Background: an optimization exercise with open tools, aiming at small area. Do not read the settings as production practice. Function was not checked in any run shown here: the RTL went through the layout flow alone.

## flow/design.v (module list and top-level ports; edited modules follow where they fit)
// module FFT_8pt: 732 lines
// module fft_fa: 4 lines
// module fft_mxn: 3 lines
// module fft_pmx: 3 lines
// module fft_axr: 3 lines
// module fft_ha: 4 lines
module FFT_8pt(
    input clk, reset,
    input [11:0] real_in, imag_in,
    input [2:0] addr_real, addr_imag,
    input wr_en_real, wr_en_imag,
    output [23:0] fft_real_out, fft_imag_out
);
  // ...
==> flow/flow/run.sh <==
#!/bin/bash
# Standard layout, with these changes: ports are buffered with the smallest
# buffer; the clock tree uses clkbuf_4 leaves and no dummy loads; buffers
# that synthesis added are removed and its upsized cells set back to drive 1
# after floorplanning (repair_design and repair_timing resize as needed).
set -euo pipefail
export BUFFER_PORTS_ARGS="-buffer_cell sky130_fd_sc_hd__buf_1"
export CTS_ARGS="-sink_clustering_enable -repair_clock_nets -dont_use_dummy_load -sink_clustering_size 10 -sink_clustering_max_diameter 50 -buf_list sky130_fd_sc_hd__clkbuf_4 -root_buf sky130_fd_sc_hd__clkbuf_16"
export REMOVE_ABC_BUFFERS=1
export POST_FLOORPLAN_TCL="$PWD/flow/downsize.tcl"
bash standard.sh > standard.log 2>&1
==> flow/flow/downsize.tcl <==
# Set every combinational cell to the smallest-area drive strength of the
# same cell, and let placement's repair_design and repair_timing size back up
# what the layout needs.
set db [ord::get_db]
set block [ord::get_db_block]
set n 0
foreach inst [$block getInsts] {
  set m [$inst getMaster]
  set name [$m getName]
  if {![regexp {^(sky130_fd_sc_hd__[a-z0-9]+)_([0-9]+)$} $name -> base drv]} { continue }
  if {[string match "*__df*" $base] || [string match "*__edf*" $base] \
      || [string match "*clk*" $base] || [string match "*conb*" $base]} { continue }
  set best $m
  set barea [expr {[$m getWidth] * [$m getHeight]}]
  foreach d {0 1 2} {
    set c [$db findMaster ${base}_$d]
    if {$c == "NULL" || $c == ""} { continue }
    set a [expr {[$c getWidth] * [$c getHeight]}]
    if {$a < $barea} { set best $c; set barea $a }
  }
  if {$best != $m} {
    $inst swapMaster $best
    incr n
  }
}
puts "downsize.tcl: $n instances resized"
==> flow/standard.sh <==
#!/bin/bash
# synth_recipe.tcl (not shown) runs the flow's synth.tcl, then flattens the netlist and writes it again
# the make line also repeats each setting of config.mk as NAME=value (left out here)
make -C /OpenROAD-flow-scripts/flow DESIGN_CONFIG=/design/flow/config.mk WORK_HOME=/design/flow/orfs CLKGATE_MAP_FILE= SYNTH_SCRIPT=/design/flow/synth_recipe.tcl "${@:-finish}"
==> flow/config.mk <==
export PLATFORM = sky130hd
export DESIGN_NAME = FFT_8pt
export DESIGN_NICKNAME = FFT_8pt
export VERILOG_FILES = /design/flow/design.v
export SDC_FILE = /design/flow/constraint.sdc
export NUM_CORES = 4
export LEC_CHECK = 0
export CAP_MARGIN = 10
export CORE_MARGIN = 2
export CORE_UTILIZATION = 65
export SLEW_MARGIN = 10
export SYNTH_HIERARCHICAL = 1
==> flow/constraint.sdc <==
create_clock -name core_clock -period 16.0 [get_ports {clk}]
set_input_delay 3.2000 -clock core_clock [delete_from_list [all_inputs] [get_ports {clk}]]
set_output_delay 3.2000 -clock core_clock [all_outputs]
set_load 0.01 [all_outputs]
==> results.txt, run 1 <==
Cells and area
- **multi-input combinational cell count** 693
- **share of cell area taken by flip-flops and latches** 49.7%
- **most frequent standard cell in the layout excluding fill and tap cells** fa_1
- **utilization of the core after routing** 70.1%
- **number of buffers outside the clock class in the layout** 110
- **final std cells w/o fill** 1820

Placed design
- **total half-perimeter wirelength after legalization and detailed placement** 27800 um
- **final weighted congestion of routability-driven global placement** 0.884

Synthesis
- **share of cell area taken by muxes after synthesis** 10.8%
- **number of distinct standard cells referenced by the synthesized netlist** 25
- **top post-synthesis cells by count** 250 x fa_1, 248 x dfxtp_1, 198 x edfxtp_1, 113 x inv_1, 112 x xnor2_1
- **most common cell in the synthesized netlist** fa_1

Min path
- **Hold Path End** pri[1][4]

Status
- **status** no timing/DRC/antenna violations

Floorplanning
- **number of core rows** 65

Detailed routing
- **number of iterations in the first detailed-routing pass** 5
- **wire length on met3** 1570 um
- **met2 WL** 18500 um

GRT
- **GRT Util Overall** 23.8%
- **Most Used Layer, Global Route** met2
- **met3 usage in global routing** 3.74%
- **Global Route met2 Usage** 40.3%

Critical path
- **cell at the slowest stage of the critical path** fa_1
- **Stages on worst setup path** 38

Clock network
- **total CTS buffers** 52
- **count of cells resized by post-cts repair** 0
- **maximum number of buffers from clock root to sink** 3

STA
- **Final Worst Setup Slack** 0.845 ns
- **highest clock rate** 66.0 MHz

==> module fft_pmx, before the edit <==
module fft_pmx(input r, p, d, output y);
    assign y = r ? ~p : d;
endmodule
==> run 2: changes to the inputs <==
--- a/flow/design.v
+++ b/flow/design.v
@@ -40,16 +40,17 @@
         fft_mxn ui(.s(sw), .a(mi[gb]), .b(mr[gb]), .x(swng), .y(ci[gb]));
     end endgenerate
     wire ph1 = ~run & ~k[2];         
     wire ph2 = ~run & k[2];          
     wire nph1 = ~ph1, nrun = ~run;
     wire cqr = ph2 & ~k[0];
     wire cqi = ph2 & (~k[0] | k[1]);
     wire cpc = k[0];
+    wire ncpc = ~k[0];
     reg [12:0] qrr [0:3];
     reg [12:0] qri [0:3];
     reg [12:1] prr [0:3];
     reg [12:1] pri [0:3];
     wire [12:0] qer, qei;              
     wire [12:1] per, pei;
     integer q;
     always @(posedge clk) begin
@@ -100,68 +101,68 @@
     fft_fa uc36 (.a(c6), .b(c18), .c(c35), .s(c36), .co(c37));
     fft_fa uc38 (.a(c7), .b(c19), .c(c37), .s(c38), .co(c39));
     fft_fa uc40 (.a(c8), .b(c20), .c(c39), .s(c40), .co(c41));
     fft_fa uc42 (.a(c9), .b(c21), .c(c41), .s(c42), .co(c43));
     fft_fa uc44 (.a(c10), .b(c22), .c(c43), .s(c44), .co(c45));
     fft_fa uc46 (.a(c11), .b(c23), .c(c45), .s(c46), .co(c47));
     assign c48 = q0r[12] & run;
     assign c49 = c48 ^ c47;
-    assign c50 = ~cr[0];
-    assign c51 = ~cr[1];
-    assign c52 = ~cr[2];
-    assign c53 = ~cr[3];
-    assign c54 = ~cr[4];
-    assign c55 = ~cr[5];
-    assign c56 = ~cr[6];
-    assign c57 = ~cr[7];
-    assign c58 = ~cr[8];
-    assign c59 = ~cr[9];
-    assign c60 = ~cr[10];
-    assign c61 = ~cr[11];
-    assign c62 = q0r[0] & c50;
-    assign c63 = q0r[0] | c50;
-    assign c64 = cpc & c63;
+    assign c50 = ~q0r[0];
+    assign c51 = ~q0r[1];
+    assign c52 = ~q0r[2];
+    assign c53 = ~q0r[3];
+    assign c54 = ~q0r[4];
+    assign c55 = ~q0r[5];
+    assign c56 = ~q0r[6];
+    assign c57 = ~q0r[7];
+    assign c58 = ~q0r[8];
+    assign c59 = ~q0r[9];
+    assign c60 = ~q0r[10];
+    assign c61 = ~q0r[11];
+    assign c62 = c50 & cr[0];
+    assign c63 = c50 | cr[0];
+    assign c64 = ncpc & c63;
     assign c65 = c62 | c64;
-    fft_fa uc66 (.a(q0r[1]), .b(c51), .c(c65), .s(c66), .co(c67));
-    fft_fa uc68 (.a(q0r[2]), .b(c52), .c(c67), .s(c68), .co(c69));
-    fft_fa uc70 (.a(q0r[3]), .b(c53), .c(c69), .s(c70), .co(c71));
-    fft_fa uc72 (.a(q0r[4]), .b(c54), .c(c71), .s(c72), .co(c73));
-    fft_fa uc74 (.a(q0r[5]), .b(c55), .c(c73), .s(c74), .co(c75));
-    fft_fa uc76 (.a(q0r[6]), .b(c56), .c(c75), .s(c76), .co(c77));
-    fft_fa uc78 (.a(q0r[7]), .b(c57), .c(c77), .s(c78), .co(c79));
-    fft_fa uc80 (.a(q0r[8]), .b(c58), .c(c79), .s(c80), .co(c81));
-    fft_fa uc82 (.a(q0r[9]), .b(c59), .c(c81), .s(c82), .co(c83));
-    fft_fa uc84 (.a(q0r[10]), .b(c60), .c(c83), .s(c84), .co(c85));
-    fft_fa uc86 (.a(q0r[11]), .b(c61), .c(c85), .s(c86), .co(c87));
+    fft_fa uc66 (.a(c51), .b(cr[1]), .c(c65), .s(c66), .co(c67));
+    fft_fa uc68 (.a(c52), .b(cr[2]), .c(c67), .s(c68), .co(c69));
+    fft_fa uc70 (.a(c53), .b(cr[3]), .c(c69), .s(c70), .co(c71));
+    fft_fa uc72 (.a(c54), .b(cr[4]), .c(c71), .s(c72), .co(c73));
+    fft_fa uc74 (.a(c55), .b(cr[5]), .c(c73), .s(c74), .co(c75));
+    fft_fa uc76 (.a(c56), .b(cr[6]), .c(c75), .s(c76), .co(c77));
+    fft_fa uc78 (.a(c57), .b(cr[7]), .c(c77), .s(c78), .co(c79));
+    fft_fa uc80 (.a(c58), .b(cr[8]), .c(c79), .s(c80), .co(c81));
+    fft_fa uc82 (.a(c59), .b(cr[9]), .c(c81), .s(c82), .co(c83));
+    fft_fa uc84 (.a(c60), .b(cr[10]), .c(c83), .s(c84), .co(c85));
+    fft_fa uc86 (.a(c61), .b(cr[11]), .c(c85), .s(c86), .co(c87));
     assign qer[0] = c24;
     assign qer[1] = c26;
     assign qer[2] = c28;
     assign qer[3] = c30;
     assign qer[4] = c32;
     assign qer[5] = c34;
     assign qer[6] = c36;
     assign qer[7] = c38;
     assign qer[8] = c40;
     assign qer[9] = c42;
     assign qer[10] = c44;
     assign qer[11] = c46;
     assign qer[12] = c49;
-    fft_pmx upr1 (.r(run), .p(p0r[1]), .d(c66), .y(per[1]));
-    fft_pmx upr2 (.r(run), .p(p0r[2]), .d(c68), .y(per[2]));
-    fft_pmx upr3 (.r(run), .p(p0r[3]), .d(c70), .y(per[3]));
-    fft_pmx upr4 (.r(run), .p(p0r[4]), .d(c72), .y(per[4]));
-    fft_pmx upr5 (.r(run), .p(p0r[5]), .d(c74), .y(per[5]));
-    fft_pmx upr6 (.r(run), .p(p0r[6]), .d(c76), .y(per[6]));
-    fft_pmx upr7 (.r(run), .p(p0r[7]), .d(c78), .y(per[7]));
-    fft_pmx upr8 (.r(run), .p(p0r[8]), .d(c80), .y(per[8]));
-    fft_pmx upr9 (.r(run), .p(p0r[9]), .d(c82), .y(per[9]));
-    fft_pmx upr10 (.r(run), .p(p0r[10]), .d(c84), .y(per[10]));
-    fft_pmx upr11 (.r(run), .p(p0r[11]), .d(c86), .y(per[11]));
-    fft_pmx upr12 (.r(run), .p(p0r[12]), .d(c87), .y(per[12]));
+    fft_pmx upr1 (.r(run), .p(p0r[1]), .dn(c66), .y(per[1]));
+    fft_pmx upr2 (.r(run), .p(p0r[2]), .dn(c68), .y(per[2]));
+    fft_pmx upr3 (.r(run), .p(p0r[3]), .dn(c70), .y(per[3]));
+    fft_pmx upr4 (.r(run), .p(p0r[4]), .dn(c72), .y(per[4]));
+    fft_pmx upr5 (.r(run), .p(p0r[5]), .dn(c74), .y(per[5]));
+    fft_pmx upr6 (.r(run), .p(p0r[6]), .dn(c76), .y(per[6]));
+    fft_pmx upr7 (.r(run), .p(p0r[7]), .dn(c78), .y(per[7]));
+    fft_pmx upr8 (.r(run), .p(p0r[8]), .dn(c80), .y(per[8]));
+    fft_pmx upr9 (.r(run), .p(p0r[9]), .dn(c82), .y(per[9]));
+    fft_pmx upr10 (.r(run), .p(p0r[10]), .dn(c84), .y(per[10]));
+    fft_pmx upr11 (.r(run), .p(p0r[11]), .dn(c86), .y(per[11]));
+    fft_pmx upr12 (.r(run), .p(p0r[12]), .dn(c87), .y(per[12]));
     assign c88 = q0i[0] & nph1;
     assign c89 = q0i[1] & nph1;
     assign c90 = q0i[2] & nph1;
     assign c91 = q0i[3] & nph1;
     assign c92 = q0i[4] & nph1;
     assign c93 = q0i[5] & nph1;
     assign c94 = q0i[6] & nph1;
     assign c95 = q0i[7] & nph1;
@@ -190,81 +191,81 @@
     fft_fa uc124 (.a(c94), .b(c106), .c(c123), .s(c124), .co(c125));
     fft_fa uc126 (.a(c95), .b(c107), .c(c125), .s(c126), .co(c127));
     fft_fa uc128 (.a(c96), .b(c108), .c(c127), .s(c128), .co(c129));
     fft_fa uc130 (.a(c97), .b(c109), .c(c129), .s(c130), .co(c131));
     fft_fa uc132 (.a(c98), .b(c110), .c(c131), .s(c132), .co(c133));
     fft_fa uc134 (.a(c99), .b(c111), .c(c133), .s(c134), .co(c135));
     assign c136 = q0i[12] & run;
     assign c137 = c136 ^ c135;
-    assign c138 = ~ci[0];
-    assign c139 = ~ci[1];
-    assign c140 = ~ci[2];
-    assign c141 = ~ci[3];
-    assign c142 = ~ci[4];
-    assign c143 = ~ci[5];
-    assign c144 = ~ci[6];
-    assign c145 = ~ci[7];
-    assign c146 = ~ci[8];
-    assign c147 = ~ci[9];
-    assign c148 = ~ci[10];
-    assign c149 = ~ci[11];
-    assign c150 = q0i[0] & c138;
-    assign c151 = q0i[0] | c138;
-    assign c152 = cpc & c151;
+    assign c138 = ~q0i[0];
+    assign c139 = ~q0i[1];
+    assign c140 = ~q0i[2];
+    assign c141 = ~q0i[3];
+    assign c142 = ~q0i[4];
+    assign c143 = ~q0i[5];
+    assign c144 = ~q0i[6];
+    assign c145 = ~q0i[7];
+    assign c146 = ~q0i[8];
+    assign c147 = ~q0i[9];
+    assign c148 = ~q0i[10];
+    assign c149 = ~q0i[11];
+    assign c150 = c138 & ci[0];
+    assign c151 = c138 | ci[0];
+    assign c152 = ncpc & c151;
     assign c153 = c150 | c152;
-    fft_fa uc154 (.a(q0i[1]), .b(c139), .c(c153), .s(c154), .co(c155));
-    fft_fa uc156 (.a(q0i[2]), .b(c140), .c(c155), .s(c156), .co(c157));
-    fft_fa uc158 (.a(q0i[3]), .b(c141), .c(c157), .s(c158), .co(c159));
-    fft_fa uc160 (.a(q0i[4]), .b(c142), .c(c159), .s(c160), .co(c161));
-    fft_fa uc162 (.a(q0i[5]), .b(c143), .c(c161), .s(c162), .co(c163));
-    fft_fa uc164 (.a(q0i[6]), .b(c144), .c(c163), .s(c164), .co(c165));
-    fft_fa uc166 (.a(q0i[7]), .b(c145), .c(c165), .s(c166), .co(c167));
-    fft_fa uc168 (.a(q0i[8]), .b(c146), .c(c167), .s(c168), .co(c169));
-    fft_fa uc170 (.a(q0i[9]), .b(c147), .c(c169), .s(c170), .co(c171));
-    fft_fa uc172 (.a(q0i[10]), .b(c148), .c(c171), .s(c172), .co(c173));
-    fft_fa uc174 (.a(q0i[11]), .b(c149), .c(c173), .s(c174), .co(c175));
+    fft_fa uc154 (.a(c139), .b(ci[1]), .c(c153), .s(c154), .co(c155));
+    fft_fa uc156 (.a(c140), .b(ci[2]), .c(c155), .s(c156), .co(c157));
+    fft_fa uc158 (.a(c141), .b(ci[3]), .c(c157), .s(c158), .co(c159));
+    fft_fa uc160 (.a(c142), .b(ci[4]), .c(c159), .s(c160), .co(c161));
+    fft_fa uc162 (.a(c143), .b(ci[5]), .c(c161), .s(c162), .co(c163));
+    fft_fa uc164 (.a(c144), .b(ci[6]), .c(c163), .s(c164), .co(c165));
+    fft_fa uc166 (.a(c145), .b(ci[7]), .c(c165), .s(c166), .co(c167));
+    fft_fa uc168 (.a(c146), .b(ci[8]), .c(c167), .s(c168), .co(c169));
+    fft_fa uc170 (.a(c147), .b(ci[9]), .c(c169), .s(c170), .co(c171));
+    fft_fa uc172 (.a(c148), .b(ci[10]), .c(c171), .s(c172), .co(c173));
+    fft_fa uc174 (.a(c149), .b(ci[11]), .c(c173), .s(c174), .co(c175));
     assign qei[0] = c112;
     assign qei[1] = c114;
     assign qei[2] = c116;
     assign qei[3] = c118;
     assign qei[4] = c120;
     assign qei[5] = c122;
     assign qei[6] = c124;
     assign qei[7] = c126;
     assign qei[8] = c128;
     assign qei[9] = c130;
     assign qei[10] = c132;
     assign qei[11] = c134;
     assign qei[12] = c137;
-    fft_pmx upi1 (.r(run), .p(p0i[1]), .d(c154), .y(pei[1]));
-    fft_pmx upi2 (.r(run), .p(p0i[2]), .d(c156), .y(pei[2]));
-    fft_pmx upi3 (.r(run), .p(p0i[3]), .d(c158), .y(pei[3]));
-    fft_pmx upi4 (.r(run), .p(p0i[4]), .d(c160), .y(pei[4]));
-    fft_pmx upi5 (.r(run), .p(p0i[5]), .d(c162), .y(pei[5]));
-    fft_pmx upi6 (.r(run), .p(p0i[6]), .d(c164), .y(pei[6]));
-    fft_pmx upi7 (.r(run), .p(p0i[7]), .d(c166), .y(pei[7]));
-    fft_pmx upi8 (.r(run), .p(p0i[8]), .d(c168), .y(pei[8]));
-    fft_pmx upi9 (.r(run), .p(p0i[9]), .d(c170), .y(pei[9]));
-    fft_pmx upi10 (.r(run), .p(p0i[10]), .d(c172), .y(pei[10]));
-    fft_pmx upi11 (.r(run), .p(p0i[11]), .d(c174), .y(pei[11]));
-    fft_pmx upi12 (.r(run), .p(p0i[12]), .d(c175), .y(pei[12]));
-    wire [2:0] j = k + 3'd1;
+    fft_pmx upi1 (.r(run), .p(p0i[1]), .dn(c154), .y(pei[1]));
+    fft_pmx upi2 (.r(run), .p(p0i[2]), .dn(c156), .y(pei[2]));
+    fft_pmx upi3 (.r(run), .p(p0i[3]), .dn(c158), .y(pei[3]));
+    fft_pmx upi4 (.r(run), .p(p0i[4]), .dn(c160), .y(pei[4]));
+    fft_pmx upi5 (.r(run), .p(p0i[5]), .dn(c162), .y(pei[5]));
+    fft_pmx upi6 (.r(run), .p(p0i[6]), .dn(c164), .y(pei[6]));
+    fft_pmx upi7 (.r(run), .p(p0i[7]), .dn(c166), .y(pei[7]));
+    fft_pmx upi8 (.r(run), .p(p0i[8]), .dn(c168), .y(pei[8]));
+    fft_pmx upi9 (.r(run), .p(p0i[9]), .dn(c170), .y(pei[9]));
+    fft_pmx upi10 (.r(run), .p(p0i[10]), .dn(c172), .y(pei[10]));
+    fft_pmx upi11 (.r(run), .p(p0i[11]), .dn(c174), .y(pei[11]));
+    fft_pmx upi12 (.r(run), .p(p0i[12]), .dn(c175), .y(pei[12]));
+    wire [2:0] j = k;
     wire [7:0] tab_lp0r = 8'b11110000;
     wire [7:0] tab_lp2r = 8'b00111100;
     wire [7:0] tab_lp0i = 8'b01111000;
     wire [7:0] tab_lp2i = 8'b00011110;
-    wire [12:0] br0 = {prr[1], qrr[1][0] ^ tab_lp0r[j]};
-    wire [12:0] br2 = {prr[3], qrr[3][0] ^ tab_lp2r[j]};
-    wire [12:0] br1 = qrr[2];
-    wire [12:0] br3 = qer;
-    wire [12:0] bi0 = {pri[1], qri[1][0] ^ tab_lp0i[j]};
-    wire [12:0] bi2 = {pri[3], qri[3][0] ^ tab_lp2i[j]};
-    wire [12:0] bi1 = qri[2];
-    wire [12:0] bi3 = qei;
+    wire [12:0] br0 = {prr[0], qrr[0][0] ^ tab_lp0r[j]};
+    wire [12:0] br2 = {prr[2], qrr[2][0] ^ tab_lp2r[j]};
+    wire [12:0] br1 = qrr[1];
+    wire [12:0] br3 = qrr[3];
+    wire [12:0] bi0 = {pri[0], qri[0][0] ^ tab_lp0i[j]};
+    wire [12:0] bi2 = {pri[2], qri[2][0] ^ tab_lp2i[j]};
+    wire [12:0] bi1 = qri[1];
+    wire [12:0] bi3 = qri[3];
     wire odd = j[0];
     wire sn = ~j[0] & (j[1] ^ j[2]);
     wire t1 = j[0] & ~j[1];
     wire t3 = j[0] & j[1];
     wire snt1 = (~j[0] & (j[1] ^ j[2])) | (j[0] & ~j[1]);
     wire snt3 = (~j[0] & (j[1] ^ j[2])) | (j[0] & j[1]);
     wire [7:0] tab_cc0r = 8'b11111100;
     wire cc0r = tab_cc0r[j];
@@ -281,17 +282,17 @@
     assign kc[1] = tab_kc1[j];
     wire [7:0] tab_kc2 = 8'b10101010;
     assign kc[2] = tab_kc2[j];
     wire [7:0] tab_kc3 = 8'b01010101;
     assign kc[3] = tab_kc3[j];
     wire [7:0] tab_kc4 = 8'b00100110;
     assign kc[4] = tab_kc4[j];
     wire [23:0] yr, yi;
-    wire w0, w1, w2, w3, w4, w5, w6, w7, w8, w9, w10, w11, w12, w13, w14, w15, w16, w17, w18, w19, w20, w21, w22, w23, w24, w25, w26, w27, w28, w29, w30, w31, w32, w33, w34, w35, w36, w37, w38, w39, w40, w41, w42, w43, w44, w45, w46, w47, w48, w49, w50, w51, w52, w53, w54, w55, w56, w57, w58, w59, w60, w61, w62, w63, w64, w65, w66, w67, w68, w69, w70, w71, w72, w73, w74, w75, w76, w77, w78, w79, w80, w81, w82, w83, w84, w85, w86, w87, w88, w89, w90, w91, w92, w93, w94, w95, w96, w97, w98, w99, w100, w101, w102, w103, w104, w105, w106, w107, w108, w109, w110, w111, w112, w113, w114, w115, w116, w117, w118, w119, w120, w121, w122, w123, w124, w125, w126, w127, w128, w129, w130, w131, w132, w133, w134, w135, w136, w137, w138, w139, w140, w141, w142, w143, w144, w145, w146, w147, w148, w149, w150, w151, w152, w153, w154, w155, w156, w157, w158, w159, w160, w161, w162, w163, w164, w165, w166, w167, w168, w169, w170, w171, w172, w173, w174, w175, w176, w177, w178, w179, w180, w181, w182, w183, w184, w185, w186, w187, w188, w189, w190, w191, w192, w193, w194, w195, w196, w197, w198, w199, w200, w201, w202, w203, w204, w205, w206, w207, w208, w209, w210, w211, w212, w213, w214, w215, w216, w217, w218, w219, w220, w221, w222, w223, w224, w225, w226, w227, w228, w229, w230, w231, w232, w233, w234, w235, w236, w237, w238, w239, w240, w241, w242, w243, w244, w245, w246, w247, w248, w249, w250, w251, w252, w253, w254, w255, w256, w257, w258, w259, w260, w261, w262, w263, w264, w265, w266, w267, w268, w269, w270, w271, w272, w273, w274, w275, w276, w277, w278, w279, w280, w281, w282, w283, w284, w285, w286, w287, w288, w289, w290, w291, w292, w293, w294, w295, w296, w297, w298, w299, w300, w301, w302, w303, w304, w305, w306, w307, w308, w309, w310, w311, w312, w313, w314, w315, w316, w317, w318, w319, w320, w321, w322, w323, w324, w325, w326, w327, w328, w329, w330, w331, w332, w333, w334, w335, w336, w337, w338, w339, w340, w341, w342, w343, w344, w345, w346, w347, w348, w349, w350, w351, w352, w353, w354, w355, w356, w357, w358, w359, w360, w361, w362, w363, w364, w365, w366, w367, w368, w369, w370, w371, w372, w373, w374, w375, w376, w377, w378, w379, w380, w381, w382, w383, w384, w385, w386, w387, w388, w389, w390, w391, w392, w393, w394, w395, w396, w397, w398, w399, w400, w401, w402, w403, w404, w405, w406, w407, w408, w409, w410, w411, w412, w413, w414, w415, w416, w417, w418, w419, w420, w421, w422, w423, w424, w425, w426, w427, w428, w429, w430, w431, w432, w433, w434, w435, w436, w437, w438, w439, w440, w441, w442, w443, w444, w445, w446, w447, w448, w449, w450, w451, w452, w453, w454, w455, w456, w457, w458, w459, w460, w461, w462, w463, w464, w465, w466, w467, w468, w469, w470, w471, w472, w473, w474, w475, w476, w477, w478, w479, w480, w481, w482, w483, w484, w485, w486, w487, w488, w489, w490, w491, w492, w493, w494, w495, w496, w497, w498, w499, w500, w501, w502, w503, w504, w505, w506, w507, w508, w509, w510, w511, w512, w513, w514, w515, w516, w517, w518, w519, w520, w521, w522, w523, w524, w525, w526, w527, w528, w529, w530, w531, w532, w533, w534, w535, w536, w537, w538, w539, w540, w541, w542, w543, w544, w545, w546, w547, w548, w549, w550, w551, w552, w553, w554, w555, w556, w557, w558, w559, w560, w561, w562, w563, w564, w565, w566, w567, w568, w569, w570, w571, w572, w573, w574, w575, w576, w577, w578, w579, w580, w581, w582, w583, w584, w585, w586, w587, w588, w589, w590, w591, w592, w593, w594, w595, w596, w597, w598, w599, w600, w601, w602, w603, w604, w605, w606, w607, w608;
+    wire w0, w1, w2, w3, w4, w5, w6, w7, w8, w9, w10, w11, w12, w13, w14, w15, w16, w17, w18, w19, w20, w21, w22, w23, w24, w25, w26, w27, w28, w29, w30, w31, w32, w33, w34, w35, w36, w37, w38, w39, w40, w41, w42, w43, w44, w45, w46, w47, w48, w49, w50, w51, w52, w53, w54, w55, w56, w57, w58, w59, w60, w61, w62, w63, w64, w65, w66, w67, w68, w69, w70, w71, w72, w73, w74, w75, w76, w77, w78, w79, w80, w81, w82, w83, w84, w85, w86, w87, w88, w89, w90, w91, w92, w93, w94, w95, w96, w97, w98, w99, w100, w101, w102, w103, w104, w105, w106, w107, w108, w109, w110, w111, w112, w113, w114, w115, w116, w117, w118, w119, w120, w121, w122, w123, w124, w125, w126, w127, w128, w129, w130, w131, w132, w133, w134, w135, w136, w137, w138, w139, w140, w141, w142, w143, w144, w145, w146, w147, w148, w149, w150, w151, w152, w153, w154, w155, w156, w157, w158, w159, w160, w161, w162, w163, w164, w165, w166, w167, w168, w169, w170, w171, w172, w173, w174, w175, w176, w177, w178, w179, w180, w181, w182, w183, w184, w185, w186, w187, w188, w189, w190, w191, w192, w193, w194, w195, w196, w197, w198, w199, w200, w201, w202, w203, w204, w205, w206, w207, w208, w209, w210, w211, w212, w213, w214, w215, w216, w217, w218, w219, w220, w221, w222, w223, w224, w225, w226, w227, w228, w229, w230, w231, w232, w233, w234, w235, w236, w237, w238, w239, w240, w241, w242, w243, w244, w245, w246, w247, w248, w249, w250, w251, w252, w253, w254, w255, w256, w257, w258, w259, w260, w261, w262, w263, w264, w265, w266, w267, w268, w269, w270, w271, w272, w273, w274, w275, w276, w277, w278, w279, w280, w281, w282, w283, w284, w285, w286, w287, w288, w289, w290, w291, w292, w293, w294, w295, w296, w297, w298, w299, w300, w301, w302, w303, w304, w305, w306, w307, w308, w309, w310, w311, w312, w313, w314, w315, w316, w317, w318, w319, w320, w321, w322, w323, w324, w325, w326, w327, w328, w329, w330, w331, w332, w333, w334, w335, w336, w337, w338, w339, w340, w341, w342, w343, w344, w345, w346, w347, w348, w349, w350, w351, w352, w353, w354, w355, w356, w357, w358, w359, w360, w361, w362, w363, w364, w365, w366, w367, w368, w369, w370, w371, w372, w373, w374, w375, w376, w377, w378, w379, w380, w381, w382, w383, w384, w385, w386, w387, w388, w389, w390, w391, w392, w393, w394, w395, w396, w397, w398, w399, w400, w401, w402, w403, w404, w405, w406, w407, w408, w409, w410, w411, w412, w413, w414, w415, w416, w417, w418, w419, w420, w421, w422, w423, w424, w425, w426, w427, w428, w429, w430, w431, w432, w433, w434, w435, w436, w437, w438, w439, w440, w441, w442, w443, w444, w445, w446, w447, w448, w449, w450, w451, w452, w453, w454, w455, w456, w457, w458, w459, w460, w461, w462, w463, w464, w465, w466, w467, w468, w469, w470, w471, w472, w473, w474, w475, w476, w477, w478, w479, w480, w481, w482, w483, w484, w485, w486, w487, w488, w489, w490, w491, w492, w493, w494, w495, w496, w497, w498, w499, w500, w501, w502, w503, w504, w505, w506, w507, w508, w509, w510, w511, w512, w513, w514, w515, w516, w517, w518, w519, w520, w521, w522, w523, w524, w525, w526, w527, w528, w529, w530, w531, w532, w533, w534, w535, w536, w537, w538, w539, w540, w541, w542, w543, w544, w545, w546, w547, w548, w549, w550, w551, w552, w553, w554, w555, w556, w557, w558, w559, w560, w561, w562, w563, w564, w565, w566, w567, w568, w569, w570, w571, w572, w573, w574, w575, w576, w577, w578, w579, w580, w581, w582, w583, w584, w585, w586, w587, w588, w589, w590, w591, w592, w593, w594, w595, w596, w597, w598, w599, w600, w601, w602, w603, w604, w605, w606, w607, w608, w609, w610, w611, w612, w613, w614, w615, w616, w617, w618, w619, w620, w621, w622, w623, w624, w625, w626, w627, w628, w629, w630, w631, w632, w633, w634, w635, w636, w637, w638, w639, w640, w641, w642, w643, w644, w645, w646, w647, w648, w649, w650, w651, w652, w653, w654, w655, w656, w657, w658, w659, w660, w661, w662;
     fft_fa uw0 (.a(br0[0]), .b(br2[0]), .c(cc0r), .s(w0), .co(w1));
     fft_fa uw2 (.a(br0[1]), .b(br2[1]), .c(w1), .s(w2), .co(w3));
     fft_fa uw4 (.a(br0[2]), .b(br2[2]), .c(w3), .s(w4), .co(w5));
     fft_fa uw6 (.a(br0[3]), .b(br2[3]), .c(w5), .s(w6), .co(w7));
     fft_fa uw8 (.a(br0[4]), .b(br2[4]), .c(w7), .s(w8), .co(w9));
     fft_fa uw10 (.a(br0[5]), .b(br2[5]), .c(w9), .s(w10), .co(w11));
     fft_fa uw12 (.a(br0[6]), .b(br2[6]), .c(w11), .s(w12), .co(w13));
     fft_fa uw14 (.a(br0[7]), .b(br2[7]), .c(w13), .s(w14), .co(w15));
@@ -558,193 +559,226 @@
     fft_fa uw404 (.a(w323), .b(w324), .c(w403), .s(w404), .co(w405));
     fft_ha uw406 (.a(w326), .b(w405), .s(w406), .co(w407));
     fft_fa uw408 (.a(w328), .b(w330), .c(w407), .s(w408), .co(w409));
     fft_fa uw410 (.a(w332), .b(w334), .c(w409), .s(w410), .co(w411));
     fft_fa uw412 (.a(w336), .b(w338), .c(w411), .s(w412), .co(w413));
     fft_fa uw414 (.a(w340), .b(w342), .c(w413), .s(w414), .co(w415));
     fft_fa uw416 (.a(w344), .b(w346), .c(w415), .s(w416), .co(w417));
     fft_fa uw418 (.a(w348), .b(w350), .c(w417), .s(w418), .co(w419));
-    fft_ha uw420 (.a(w356), .b(w419), .s(w420), .co(w421));
-    fft_fa uw422 (.a(w360), .b(w362), .c(w421), .s(w422), .co(w423));
-    fft_ha uw424 (.a(w368), .b(w423), .s(w424), .co(w425));
-    fft_fa uw426 (.a(w372), .b(w374), .c(w425), .s(w426), .co(w427));
-    fft_fa uw428 (.a(w376), .b(w378), .c(w427), .s(w428), .co(w429));
-    fft_ha uw430 (.a(w382), .b(w429), .s(w430), .co(w431));
-    fft_fa uw432 (.a(w384), .b(w386), .c(w431), .s(w432), .co(w433));
-    fft_fa uw434 (.a(w388), .b(w390), .c(w433), .s(w434), .co(w435));
-    fft_fa uw436 (.a(w391), .b(w392), .c(w435), .s(w436), .co(w437));
-    fft_fa uw438 (.a(kc[3]), .b(w393), .c(w437), .s(w438), .co(w439));
-    assign w440 = w229 & odd;
-    assign w441 = w231 & odd;
-    assign w442 = w233 & odd;
-    assign w443 = w235 & odd;
-    assign w444 = w237 & odd;
-    assign w445 = w239 & odd;
-    assign w446 = w241 & odd;
-    assign w447 = w243 & odd;
-    assign w448 = w245 & odd;
-    assign w449 = w247 & odd;
-    assign w450 = w249 & odd;
-    assign w451 = w251 & odd;
-    assign w452 = w253 & odd;
-    assign w453 = w255 & odd;
-    assign w454 = w256 & odd;
-    fft_ha uw455 (.a(w442), .b(w440), .s(w455), .co(w456));
-    fft_fa uw457 (.a(w443), .b(w441), .c(w456), .s(w457), .co(w458));
-    fft_fa uw459 (.a(w444), .b(w442), .c(w458), .s(w459), .co(w460));
-    fft_fa uw461 (.a(w445), .b(w443), .c(w460), .s(w461), .co(w462));
-    fft_fa uw463 (.a(w446), .b(w444), .c(w462), .s(w463), .co(w464));
-    fft_fa uw465 (.a(w447), .b(w445), .c(w464), .s(w465), .co(w466));
-    fft_fa uw467 (.a(w448), .b(w446), .c(w466), .s(w467), .co(w468));
-    fft_fa uw469 (.a(w449), .b(w447), .c(w468), .s(w469), .co(w470));
-    fft_fa uw471 (.a(w450), .b(w448), .c(w470), .s(w471), .co(w472));
-    fft_fa uw473 (.a(w451), .b(w449), .c(w472), .s(w473), .co(w474));
-    fft_fa uw475 (.a(w452), .b(w450), .c(w474), .s(w475), .co(w476));
-    fft_fa uw477 (.a(w453), .b(w451), .c(w476), .s(w477), .co(w478));
-    fft_fa uw479 (.a(w454), .b(w452), .c(w478), .s(w479), .co(w480));
-    fft_ha uw481 (.a(w453), .b(w480), .s(w481), .co(w482));
-    fft_ha uw483 (.a(w454), .b(w482), .s(w483), .co(w484));
-    assign w485 = ~w440;
-    assign w486 = ~w441;
-    assign w487 = ~w455;
-    assign w488 = ~w457;
-    assign w489 = ~w459;
-    assign w490 = ~w461;
-    assign w491 = ~w463;
-    assign w492 = ~w465;
-    assign w493 = ~w467;
-    assign w494 = ~w469;
-    assign w495 = ~w471;
-    assign w496 = ~w473;
-    assign w497 = ~w475;
-    assign w498 = ~w477;
-    assign w499 = ~w479;
-    assign w500 = ~w481;
-    assign w501 = ~w483;
-    assign w502 = ~w484;
-    assign w503 = ~(w459 ^ w485);
-    assign w504 = w459 | w485;
-    fft_fa uw505 (.a(w461), .b(w486), .c(w504), .s(w505), .co(w506));
-    fft_fa uw507 (.a(w463), .b(w487), .c(w506), .s(w507), .co(w508));
-    fft_fa uw509 (.a(w465), .b(w488), .c(w508), .s(w509), .co(w510));
-    fft_fa uw511 (.a(w131), .b(w229), .c(w467), .s(w511), .co(w512));
-    fft_fa uw513 (.a(w489), .b(kc[4]), .c(w510), .s(w513), .co(w514));
-    fft_fa uw515 (.a(w132), .b(w231), .c(w469), .s(w515), .co(w516));
-    fft_fa uw517 (.a(w490), .b(w512), .c(w514), .s(w517), .co(w518));
-    fft_fa uw519 (.a(w133), .b(w233), .c(w471), .s(w519), .co(w520));
-    fft_fa uw521 (.a(w491), .b(w516), .c(w518), .s(w521), .co(w522));
-    fft_fa uw523 (.a(w134), .b(w235), .c(w473), .s(w523), .co(w524));
-    fft_fa uw525 (.a(w492), .b(w520), .c(w522), .s(w525), .co(w526));
-    fft_fa uw527 (.a(w135), .b(w237), .c(w475), .s(w527), .co(w528));
-    fft_fa uw529 (.a(w493), .b(w524), .c(w526), .s(w529), .co(w530));
-    fft_fa uw531 (.a(w136), .b(w239), .c(w477), .s(w531), .co(w532));
-    fft_fa uw533 (.a(w494), .b(w528), .c(w530), .s(w533), .co(w534));
-    fft_fa uw535 (.a(w137), .b(w241), .c(w479), .s(w535), .co(w536));
-    fft_fa uw537 (.a(w495), .b(kc[2]), .c(w532), .s(w537), .co(w538));
-    fft_fa uw539 (.a(w534), .b(w535), .c(w537), .s(w539), .co(w540));
-    fft_fa uw541 (.a(w138), .b(w243), .c(w481), .s(w541), .co(w542));
-    fft_fa uw543 (.a(w496), .b(kc[2]), .c(w536), .s(w543), .co(w544));
-    fft_fa uw545 (.a(w538), .b(w540), .c(w541), .s(w545), .co(w546));
-    fft_fa uw547 (.a(w139), .b(w245), .c(w483), .s(w547), .co(w548));
-    fft_fa uw549 (.a(w497), .b(w542), .c(w544), .s(w549), .co(w550));
-    fft_fa uw551 (.a(w546), .b(w547), .c(w549), .s(w551), .co(w552));
-    fft_fa uw553 (.a(w140), .b(w247), .c(w484), .s(w553), .co(w554));
-    fft_fa uw555 (.a(w498), .b(kc[2]), .c(w548), .s(w555), .co(w556));
-    fft_fa uw557 (.a(w550), .b(w552), .c(w553), .s(w557), .co(w558));
-    fft_fa uw559 (.a(w141), .b(w249), .c(w499), .s(w559), .co(w560));
-    fft_fa uw561 (.a(w554), .b(w556), .c(w558), .s(w561), .co(w562));
-    fft_fa uw563 (.a(w142), .b(w251), .c(w500), .s(w563), .co(w564));
-    fft_fa uw565 (.a(w560), .b(w562), .c(w563), .s(w565), .co(w566));
-    fft_fa uw567 (.a(w143), .b(w253), .c(w501), .s(w567), .co(w568));
-    fft_fa uw569 (.a(kc[2]), .b(w564), .c(w566), .s(w569), .co(w570));
-    fft_fa uw571 (.a(w144), .b(w255), .c(w502), .s(w571), .co(w572));
-    fft_fa uw573 (.a(kc[2]), .b(w568), .c(w570), .s(w573), .co(w574));
-    fft_fa uw575 (.a(w256), .b(kc[2]), .c(w572), .s(w575), .co(w576));
-    fft_ha uw577 (.a(w511), .b(w513), .s(w577), .co(w578));
-    fft_fa uw579 (.a(w515), .b(w517), .c(w578), .s(w579), .co(w580));
-    fft_fa uw581 (.a(w519), .b(w521), .c(w580), .s(w581), .co(w582));
-    fft_fa uw583 (.a(w523), .b(w525), .c(w582), .s(w583), .co(w584));
-    fft_fa uw585 (.a(w527), .b(w529), .c(w584), .s(w585), .co(w586));
-    fft_fa uw587 (.a(w531), .b(w533), .c(w586), .s(w587), .co(w588));
-    fft_ha uw589 (.a(w539), .b(w588), .s(w589), .co(w590));
-    fft_fa uw591 (.a(w543), .b(w545), .c(w590), .s(w591), .co(w592));
-    fft_ha uw593 (.a(w551), .b(w592), .s(w593), .co(w594));
-    fft_fa uw595 (.a(w555), .b(w557), .c(w594), .s(w595), .co(w596));
-    fft_fa uw597 (.a(w559), .b(w561), .c(w596), .s(w597), .co(w598));
-    fft_ha uw599 (.a(w565), .b(w598), .s(w599), .co(w600));
-    fft_fa uw601 (.a(w567), .b(w569), .c(w600), .s(w601), .co(w602));
-    fft_fa uw603 (.a(w571), .b(w573), .c(w602), .s(w603), .co(w604));
-    fft_fa uw605 (.a(w574), .b(w575), .c(w604), .s(w605), .co(w606));
-    fft_fa uw607 (.a(kc[3]), .b(w576), .c(w606), .s(w607), .co(w608));
+    fft_ha uw420 (.a(w360), .b(w362), .s(w420), .co(w421));
+    fft_ha uw422 (.a(w368), .b(w421), .s(w422), .co(w423));
+    fft_fa uw424 (.a(w372), .b(w374), .c(w423), .s(w424), .co(w425));
+    fft_fa uw426 (.a(w376), .b(w378), .c(w425), .s(w426), .co(w427));
+    fft_ha uw428 (.a(w382), .b(w427), .s(w428), .co(w429));
+    fft_fa uw430 (.a(w384), .b(w386), .c(w429), .s(w430), .co(w431));
+    fft_fa uw432 (.a(w388), .b(w390), .c(w431), .s(w432), .co(w433));
+    fft_fa uw434 (.a(w391), .b(w392), .c(w433), .s(w434), .co(w435));
+    fft_fa uw436 (.a(kc[3]), .b(w393), .c(w435), .s(w436), .co(w437));
+    assign w438 = ~w356;
+    fft_fa uw439 (.a(w360), .b(w362), .c(w356), .s(w439), .co(w440));
+    fft_ha uw441 (.a(w368), .b(w440), .s(w441), .co(w442));
+    fft_fa uw443 (.a(w372), .b(w374), .c(w442), .s(w443), .co(w444));
+    fft_fa uw445 (.a(w376), .b(w378), .c(w444), .s(w445), .co(w446));
+    fft_ha uw447 (.a(w382), .b(w446), .s(w447), .co(w448));
+    fft_fa uw449 (.a(w384), .b(w386), .c(w448), .s(w449), .co(w450));
+    fft_fa uw451 (.a(w388), .b(w390), .c(w450), .s(w451), .co(w452));
+    fft_fa uw453 (.a(w391), .b(w392), .c(w452), .s(w453), .co(w454));
+    fft_fa uw455 (.a(kc[3]), .b(w393), .c(w454), .s(w455), .co(w456));
+    assign w457 = w419 ? w438 : w356;
+    assign w458 = w419 ? w439 : w420;
+    assign w459 = w419 ? w441 : w422;
+    assign w460 = w419 ? w443 : w424;
+    assign w461 = w419 ? w445 : w426;
+    assign w462 = w419 ? w447 : w428;
+    assign w463 = w419 ? w449 : w430;
+    assign w464 = w419 ? w451 : w432;
+    assign w465 = w419 ? w453 : w434;
+    assign w466 = w419 ? w455 : w436;
+    assign w467 = w229 & odd;
+    assign w468 = w231 & odd;
+    assign w469 = w233 & odd;
+    assign w470 = w235 & odd;
+    assign w471 = w237 & odd;
+    assign w472 = w239 & odd;
+    assign w473 = w241 & odd;
+    assign w474 = w243 & odd;
+    assign w475 = w245 & odd;
+    assign w476 = w247 & odd;
+    assign w477 = w249 & odd;
+    assign w478 = w251 & odd;
+    assign w479 = w253 & odd;
+    assign w480 = w255 & odd;
+    assign w481 = w256 & odd;
+    fft_ha uw482 (.a(w469), .b(w467), .s(w482), .co(w483));
+    fft_fa uw484 (.a(w470), .b(w468), .c(w483), .s(w484), .co(w485));
+    fft_fa uw486 (.a(w471), .b(w469), .c(w485), .s(w486), .co(w487));
+    fft_fa uw488 (.a(w472), .b(w470), .c(w487), .s(w488), .co(w489));
+    fft_fa uw490 (.a(w473), .b(w471), .c(w489), .s(w490), .co(w491));
+    fft_fa uw492 (.a(w474), .b(w472), .c(w491), .s(w492), .co(w493));
+    fft_fa uw494 (.a(w475), .b(w473), .c(w493), .s(w494), .co(w495));
+    fft_fa uw496 (.a(w476), .b(w474), .c(w495), .s(w496), .co(w497));
+    fft_fa uw498 (.a(w477), .b(w475), .c(w497), .s(w498), .co(w499));
+    fft_fa uw500 (.a(w478), .b(w476), .c(w499), .s(w500), .co(w501));
+    fft_fa uw502 (.a(w479), .b(w477), .c(w501), .s(w502), .co(w503));
+    fft_fa uw504 (.a(w480), .b(w478), .c(w503), .s(w504), .co(w505));
+    fft_fa uw506 (.a(w481), .b(w479), .c(w505), .s(w506), .co(w507));
+    fft_ha uw508 (.a(w480), .b(w507), .s(w508), .co(w509));
+    fft_ha uw510 (.a(w481), .b(w509), .s(w510), .co(w511));
+    assign w512 = ~w467;
+    assign w513 = ~w468;
+    assign w514 = ~w482;
+    assign w515 = ~w484;
+    assign w516 = ~w486;
+    assign w517 = ~w488;
+    assign w518 = ~w490;
+    assign w519 = ~w492;
+    assign w520 = ~w494;
+    assign w521 = ~w496;
+    assign w522 = ~w498;
+    assign w523 = ~w500;
+    assign w524 = ~w502;
+    assign w525 = ~w504;
+    assign w526 = ~w506;
+    assign w527 = ~w508;
+    assign w528 = ~w510;
+    assign w529 = ~w511;
+    assign w530 = ~(w486 ^ w512);
+    assign w531 = w486 | w512;
+    fft_fa uw532 (.a(w488), .b(w513), .c(w531), .s(w532), .co(w533));
+    fft_fa uw534 (.a(w490), .b(w514), .c(w533), .s(w534), .co(w535));
+    fft_fa uw536 (.a(w492), .b(w515), .c(w535), .s(w536), .co(w537));
+    fft_fa uw538 (.a(w131), .b(w229), .c(w494), .s(w538), .co(w539));
+    fft_fa uw540 (.a(w516), .b(kc[4]), .c(w537), .s(w540), .co(w541));
+    fft_fa uw542 (.a(w132), .b(w231), .c(w496), .s(w542), .co(w543));
+    fft_fa uw544 (.a(w517), .b(w539), .c(w541), .s(w544), .co(w545));
+    fft_fa uw546 (.a(w133), .b(w233), .c(w498), .s(w546), .co(w547));
+    fft_fa uw548 (.a(w518), .b(w543), .c(w545), .s(w548), .co(w549));
+    fft_fa uw550 (.a(w134), .b(w235), .c(w500), .s(w550), .co(w551));
+    fft_fa uw552 (.a(w519), .b(w547), .c(w549), .s(w552), .co(w553));
+    fft_fa uw554 (.a(w135), .b(w237), .c(w502), .s(w554), .co(w555));
+    fft_fa uw556 (.a(w520), .b(w551), .c(w553), .s(w556), .co(w557));
+    fft_fa uw558 (.a(w136), .b(w239), .c(w504), .s(w558), .co(w559));
+    fft_fa uw560 (.a(w521), .b(w555), .c(w557), .s(w560), .co(w561));
+    fft_fa uw562 (.a(w137), .b(w241), .c(w506), .s(w562), .co(w563));
+    fft_fa uw564 (.a(w522), .b(kc[2]), .c(w559), .s(w564), .co(w565));
+    fft_fa uw566 (.a(w561), .b(w562), .c(w564), .s(w566), .co(w567));
+    fft_fa uw568 (.a(w138), .b(w243), .c(w508), .s(w568), .co(w569));
+    fft_fa uw570 (.a(w523), .b(kc[2]), .c(w563), .s(w570), .co(w571));
+    fft_fa uw572 (.a(w565), .b(w567), .c(w568), .s(w572), .co(w573));
+    fft_fa uw574 (.a(w139), .b(w245), .c(w510), .s(w574), .co(w575));
+    fft_fa uw576 (.a(w524), .b(w569), .c(w571), .s(w576), .co(w577));
+    fft_fa uw578 (.a(w573), .b(w574), .c(w576), .s(w578), .co(w579));
+    fft_fa uw580 (.a(w140), .b(w247), .c(w511), .s(w580), .co(w581));
+    fft_fa uw582 (.a(w525), .b(kc[2]), .c(w575), .s(w582), .co(w583));
+    fft_fa uw584 (.a(w577), .b(w579), .c(w580), .s(w584), .co(w585));
+    fft_fa uw586 (.a(w141), .b(w249), .c(w526), .s(w586), .co(w587));
+    fft_fa uw588 (.a(w581), .b(w583), .c(w585), .s(w588), .co(w589));
+    fft_fa uw590 (.a(w142), .b(w251), .c(w527), .s(w590), .co(w591));
+    fft_fa uw592 (.a(w587), .b(w589), .c(w590), .s(w592), .co(w593));
+    fft_fa uw594 (.a(w143), .b(w253), .c(w528), .s(w594), .co(w595));
+    fft_fa uw596 (.a(kc[2]), .b(w591), .c(w593), .s(w596), .co(w597));
+    fft_fa uw598 (.a(w144), .b(w255), .c(w529), .s(w598), .co(w599));
+    fft_fa uw600 (.a(kc[2]), .b(w595), .c(w597), .s(w600), .co(w601));
+    fft_fa uw602 (.a(w256), .b(kc[2]), .c(w599), .s(w602), .co(w603));
+    fft_ha uw604 (.a(w538), .b(w540), .s(w604), .co(w605));
+    fft_fa uw606 (.a(w542), .b(w544), .c(w605), .s(w606), .co(w607));
+    fft_fa uw608 (.a(w546), .b(w548), .c(w607), .s(w608), .co(w609));
+    fft_fa uw610 (.a(w550), .b(w552), .c(w609), .s(w610), .co(w611));
+    fft_fa uw612 (.a(w554), .b(w556), .c(w611), .s(w612), .co(w613));
+    fft_fa uw614 (.a(w558), .b(w560), .c(w613), .s(w614), .co(w615));
+    fft_ha uw616 (.a(w570), .b(w572), .s(w616), .co(w617));
+    fft_ha uw618 (.a(w578), .b(w617), .s(w618), .co(w619));
+    fft_fa uw620 (.a(w582), .b(w584), .c(w619), .s(w620), .co(w621));
+    fft_fa uw622 (.a(w586), .b(w588), .c(w621), .s(w622), .co(w623));
+    fft_ha uw624 (.a(w592), .b(w623), .s(w624), .co(w625));
+    fft_fa uw626 (.a(w594), .b(w596), .c(w625), .s(w626), .co(w627));
+    fft_fa uw628 (.a(w598), .b(w600), .c(w627), .s(w628), .co(w629));
+    fft_fa uw630 (.a(w601), .b(w602), .c(w629), .s(w630), .co(w631));
+    fft_fa uw632 (.a(kc[3]), .b(w603), .c(w631), .s(w632), .co(w633));
+    assign w634 = ~w566;
+    fft_fa uw635 (.a(w570), .b(w572), .c(w566), .s(w635), .co(w636));
+    fft_ha uw637 (.a(w578), .b(w636), .s(w637), .co(w638));
+    fft_fa uw639 (.a(w582), .b(w584), .c(w638), .s(w639), .co(w640));
+    fft_fa uw641 (.a(w586), .b(w588), .c(w640), .s(w641), .co(w642));
+    fft_ha uw643 (.a(w592), .b(w642), .s(w643), .co(w644));
+    fft_fa uw645 (.a(w594), .b(w596), .c(w644), .s(w645), .co(w646));
+    fft_fa uw647 (.a(w598), .b(w600), .c(w646), .s(w647), .co(w648));
+    fft_fa uw649 (.a(w601), .b(w602), .c(w648), .s(w649), .co(w650));
+    fft_fa uw651 (.a(kc[3]), .b(w603), .c(w650), .s(w651), .co(w652));
+    assign w653 = w615 ? w634 : w566;
+    assign w654 = w615 ? w635 : w616;
+    assign w655 = w615 ? w637 : w618;
+    assign w656 = w615 ? w639 : w620;
+    assign w657 = w615 ? w641 : w622;
+    assign w658 = w615 ? w643 : w624;
+    assign w659 = w615 ? w645 : w626;
+    assign w660 = w615 ? w647 : w628;
+    assign w661 = w615 ? w649 : w630;
+    assign w662 = w615 ? w651 : w632;
     assign yr[0] = w257;
     assign yr[1] = w394;
     assign yr[2] = w396;
     assign yr[3] = w398;
     assign yr[4] = w400;
     assign yr[5] = w402;
     assign yr[6] = w404;
     assign yr[7] = w406;
     assign yr[8] = w408;
     assign yr[9] = w410;
     assign yr[10] = w412;
     assign yr[11] = w414;
     assign yr[12] = w416;
     assign yr[13] = w418;
-    assign yr[14] = w420;
-    assign yr[15] = w422;
-    assign yr[16] = w424;
-    assign yr[17] = w426;
-    assign yr[18] = w428;
-    assign yr[19] = w430;
-    assign yr[20] = w432;
-    assign yr[21] = w434;
-    assign yr[22] = w436;
-    assign yr[23] = w438;
-    assign yi[0] = w440;
-    assign yi[1] = w441;
-    assign yi[2] = w455;
-    assign yi[3] = w457;
-    assign yi[4] = w503;
-    assign yi[5] = w505;
-    assign yi[6] = w507;
-    assign yi[7] = w509;
-    assign yi[8] = w577;
-    assign yi[9] = w579;
-    assign yi[10] = w581;
-    assign yi[11] = w583;
-    assign yi[12] = w585;
-    assign yi[13] = w587;
-    assign yi[14] = w589;
-    assign yi[15] = w591;
-    assign yi[16] = w593;
-    assign yi[17] = w595;
-    assign yi[18] = w597;
-    assign yi[19] = w599;
-    assign yi[20] = w601;
-    assign yi[21] = w603;
-    assign yi[22] = w605;
-    assign yi[23] = w607;
-    reg [23:0] out_r, out_i;
-    always @(posedge clk) begin
-        out_r <= yr;
-        out_i <= yi;
-    end
-    assign fft_real_out = out_r;
-    assign fft_imag_out = out_i;
+    assign yr[14] = w457;
+    assign yr[15] = w458;
+    assign yr[16] = w459;
+    assign yr[17] = w460;
+    assign yr[18] = w461;
+    assign yr[19] = w462;
+    assign yr[20] = w463;
+    assign yr[21] = w464;
+    assign yr[22] = w465;
+    assign yr[23] = w466;
+    assign yi[0] = w467;
+    assign yi[1] = w468;
+    assign yi[2] = w482;
+    assign yi[3] = w484;
+    assign yi[4] = w530;
+    assign yi[5] = w532;
+    assign yi[6] = w534;
+    assign yi[7] = w536;
+    assign yi[8] = w604;
+    assign yi[9] = w606;
+    assign yi[10] = w608;
+    assign yi[11] = w610;
+    assign yi[12] = w612;
+    assign yi[13] = w614;
+    assign yi[14] = w653;
+    assign yi[15] = w654;
+    assign yi[16] = w655;
+    assign yi[17] = w656;
+    assign yi[18] = w657;
+    assign yi[19] = w658;
+    assign yi[20] = w659;
+    assign yi[21] = w660;
+    assign yi[22] = w661;
+    assign yi[23] = w662;
+    assign fft_real_out = yr;
+    assign fft_imag_out = yi;
 endmodule
 module fft_fa(input a, b, c, output s, co);
     assign s = a ^ b ^ c;
     assign co = (a & b) | (a & c) | (b & c);
 endmodule
 module fft_mxn(input s, a, b, x, output y);
     assign y = (s ? b : a) ^ x;
 endmodule
-module fft_pmx(input r, p, d, output y);
-    assign y = r ? ~p : d;
+module fft_pmx(input r, p, dn, output y);
+    assign y = ~(r ? p : dn);
 endmodule
 module fft_axr(input a, g, x, output y);
     assign y = (a & g) ^ x;
 endmodule
 module fft_ha(input a, b, output s, co);
     assign s = a ^ b;
     assign co = a & b;
 endmodule
==> flow/flow/run.sh (replaced) <==
#!/bin/bash
# Standard layout, with these changes: ports are buffered with the smallest
# buffer; the clock tree uses clkbuf_4 leaves and no dummy loads; buffers
# that synthesis added are removed and its upsized cells set back to drive 1
# after floorplanning (repair_design and repair_timing resize as needed).
set -euo pipefail
export BUFFER_PORTS_ARGS="-buffer_cell sky130_fd_sc_hd__buf_1"
export CTS_ARGS="-sink_clustering_enable -repair_clock_nets -dont_use_dummy_load -sink_clustering_size 9 -sink_clustering_max_diameter 45 -buf_list sky130_fd_sc_hd__clkbuf_4 -root_buf sky130_fd_sc_hd__clkbuf_8"
export REMOVE_ABC_BUFFERS=1
export POST_FLOORPLAN_TCL="$PWD/flow/downsize.tcl"
bash standard.sh > standard.log 2>&1
==> results.txt, run 2 <==
Status
- **status** complete, but fails checks
- **Violated Checks** negative setup slack

Clock network
- **H-tree levels** 2
- **maximum number of buffers from clock root to sink** 3, unchanged
- **total number of clock tree sinks** 402
- **TritonCTS clock tree** built
- **hold buffer count at CTS** 0
- **Clock Latency Late Sink** 0.56 ns
- **clock transition at the registers of the reported paths** 0.09 ns
- **clock root cell** clkbuf_8
- **total CTS buffers** 50, -3.8%

STA
- **final clock skew** 0.0391 ns
- **actual transition at the worst max-transition pin** 1.12 ns
- **highest clock rate** 58.3 MHz, -12%
- **final clock period utilization by the worst path** 107%
- **Final Worst Setup Slack** -1.15 ns, -2.00 ns
- **setup repair after global routing missed its margin** yes
- **number of hold violations in the final report** 0
- **minimum period implied by the final worst setup slack** 17.15 ns
- **Final setup viols** 8
- **Pins Over Slew Limit** 0
- **headroom to the max-slew limit** 24.7%

Floorplanning
- **number of top-level pins** 82
- **number of core rows** 65, unchanged
- **Placeable Area** 31600 um^2
- **total die area** 33400 um^2
- **die outline width** 183 um
- **vertical die dimension** 183 um
- **initial cell density of the core** 65.9%

GRT
- **via count of the first global-routing pass** 11400
- **maximum number of pins on one net before global-route repair** 73
- **first-pass GRT wire length** 60000 um
- **initial antenna violation count** 0
- **GRT Util Overall** 23.7%, -0.093 points
- **GR Overflow Total** 0

Synthesis
- **number of distinct standard cells referenced by the synthesized netlist** 27, +8.0%
- **Yosys top cell by area** edfxtp_1
- **most common cell in the synthesized netlist** fa_1
- **fraction of post-synthesis cell area in the top cell type by area** 28.6%
- **Yosys warnings** 11
- **most frequently used flop master after synthesis** dfxtp_1
- **number of enable flip-flop cells after synthesis** 198
- **number of synthesized register bits** 402
- **cell area after synthesis** 20800 um^2
- **Post-synth ARST share** 0.995%
- **number of instances in the synthesized netlist** 1295
- **per-instance average area after synthesis** 16.1 um^2
- **biggest area contributors in the synthesized netlist** edfxtp_1 29%, fa_1 25%, dfxtp_1 19%
- **top post-synthesis cells by count** 262 x fa_1, 200 x dfxtp_1, 198 x edfxtp_1, 112 x xnor2_1, 88 x inv_1
- **share of synthesized area occupied by flip-flops and latches** 48.3%

Critical path
- **cell with the most instances on the worst path** fa_2
- **highest cell delay on the worst timing path** 0.61 ns
- **Critical Path Start Type** flip-flop
- **critical path data required time** 12.80 ns
- **Worst Setup Path Type** reg2out
- **Worst Path Max Fanout** 5
- **crit path DAT** 13.95 ns
- **reg-to-reg slack, setup** 8.77 ns
- **buffers plus inverters on the worst setup path** 2
- **cell at the slowest stage of the critical path** fa_2
- **kind of end point of the critical path** output pin
- **gate family responsible for the most delay along the worst path** adder cells

Detailed routing
- **via-per-instance ratio** 5.36
- **final antenna-violating net count** 0
- **total vias in the final route** 10100
- **number of iterations in the first detailed-routing pass** 4, -1
- **routed len/inst** 20.0 um
- **number of DRC markers after the initial detailed-route iteration** 394
- **wire length reported by the detailed router** 37800 um
- **number of remaining DRC errors** 0

Cells and area
- **fill cell instance count of the final layout** 2056
- **Final #Nets** 1820
- **fraction of final layout cells with drive strength greater than 1** 31.1%
- **area grow syn2layout** 11.0%
- **Regs by FF count** imag_mem: 96 flops, real_mem: 96 flops
- **most frequent cells in the layout** 200 x dfxtp_1, 198 x edfxtp_1, 155 x fa_1
- **number of diodes** 0
- **most frequent standard cell in the layout excluding fill and tap cells** dfxtp_1

Min path
- **Min-Delay Path Class** reg2reg

Placed design
- **total half-perimeter wirelength after legalization and detailed placement** 28400 um, +2.3%
- **final weighted congestion of routability-driven global placement** 0.799, -9.6%
- **post-place setup slack** -1.89 ns
- **PortBufs** 81

Run
- **max capacitance violation total** 0

## run 2: cell types whose count changed after synthesis, sizes merged, moves of 19 or more
cell,previous run,this run
dfxtp,248,200
buf,13,61
mux2,24,43
nor2b,53,24
and2,0,29
inv,113,88
## run 2: cell families after synthesis
| logic type | Yosys count | share of synthesized area (%) |
|---|---|---|
| multiplexers | 167 | 11.9 |
| XOR/XNOR | 116 | 4.89 |
| adder cells (fa/ha/maj) | 296 | 27.2 |
| buffers and inverters | 165 | 4.10 |
| AO/OA/AOI/OAI | 4 | 0.108 |
| flip-flops | 402 | 48.3 |
| AND/OR/NAND/NOR | 145 | 3.39 |
## run 2: metal layers
layer | track usage, % | vias to the layer above | part of all wire (%)
li1 | - | 4652 | -
met1 | 31.3 | 5217 | 42
met2 | 41.9 | 208 | 51
met3 | 3.12 | 56 | 3.9
met4 | 6.82 | 0 | 2.5
met5 | 0 | - | 0
## run 2: cell type report
class	instances	area, um^2	share of cell area (%)
multi-input combinational	728	10400	44.9
sequential	402	10100	43.6
timing repair buffer	222	1420	6.16
tap	402	503	2.18
clock buffer	50	407	1.76
inverter	88	333	1.44
## run 2: path summary, 6_finish.rpt
check                                        from               end  depth (start not counted)
worst min-delay path                   prr[3][12]        prr[2][12]                          0
max in group asynchronous                   reset              k[0]                          2
worst min register to register         prr[3][12]        prr[2][12]                          0
worst max register to register  read_addr_real[0]        qrr[3][12]                         18
min in group asynchronous                   reset               run                          2
worst max-delay path                         k[0]  fft_real_out[23]                         39
## run 2: repair_timing
action | CTS | global route
pin swaps | 44 | 40
buffers inserted | 10 | 9
hold endpoints to repair | 0 | 0
setup endpoints to repair | 13 | 9
gates resized for setup | 166 | 42
## run 2: worst register-to-register path, delay by kind of cell, from the launching register on
kind	cells	cell delay (ns)
and+or+nand+nor	1	0.20
buffers and inverters	1	0.45
muxes	3	1.09
DFF	1	0.54
xor gates and xnor gates	2	0.28
adders and majority gates	11	4.57
## run 2: through the flow
stage | cells | setup TNS [ns] | area, um^2 | hold WS (ns) | utilization [%]
6_report | 1892 | -4.77 | 23100 | 0.326 | 73.1
3_3_place_gp | 1825 | -8.10 | 21900 | 0.310 | 69.3
2_1_floorplan | 1218 | -35.10 | 20300 | 0.310 | -
3_5_place_dp | 1825 | -9.24 | 21900 | 0.312 | 69.3
4_1_cts | 1885 | -6.17 | 22900 | 0.328 | 72.5
5_1_grt | 1892 | -7.00 | 23100 | 0.327 | 73.1
## run 2: Yosys stat by module (local to each module, per instance)
module / flip-flops and latches / cell area [um^2] / cells
fft_pmx: 0 / 10.0 / 1
fft_mxn: 0 / 18.8 / 2
fft_fa: 0 / 20.0 / 1
fft_axr: 0 / 12.5 / 2
FFT_8pt: 402 / 13700 / 828
fft_ha: 0 / 12.5 / 1

## port drivers added, routing unchanged
In the flow no input, the clock included, has a driving cell. The finished layouts below were timed again as built, in two steps. Step 1, drivers: a clkbuf_16 drives clk and a buf_2 each remaining input, both assumed. Step 2 adds t to the input delays and takes it off the output delays; t is the mean of the earliest and latest rising clock arrival at the registers after step 1. Input paths then give back, and output paths get back, about the clock's delay inside the block. a / b / c = ideal ports / drivers / drivers and shift; a / b = the first two.
run | t (ns) | setup WS [ns] | clock arrival spread, ns | slew at the worst register clock pin (ns) | worst slew at a driven data input, ns
run 1 | 0.546 | 0.845 / 0.845 / 0.845 | 0.082 / 0.082 | 0.11 / 0.11 | 0.05
run 2 | 0.585 | -1.152 / -1.199 / -0.613 | 0.039 / 0.039 | 0.10 / 0.10 | 0.05
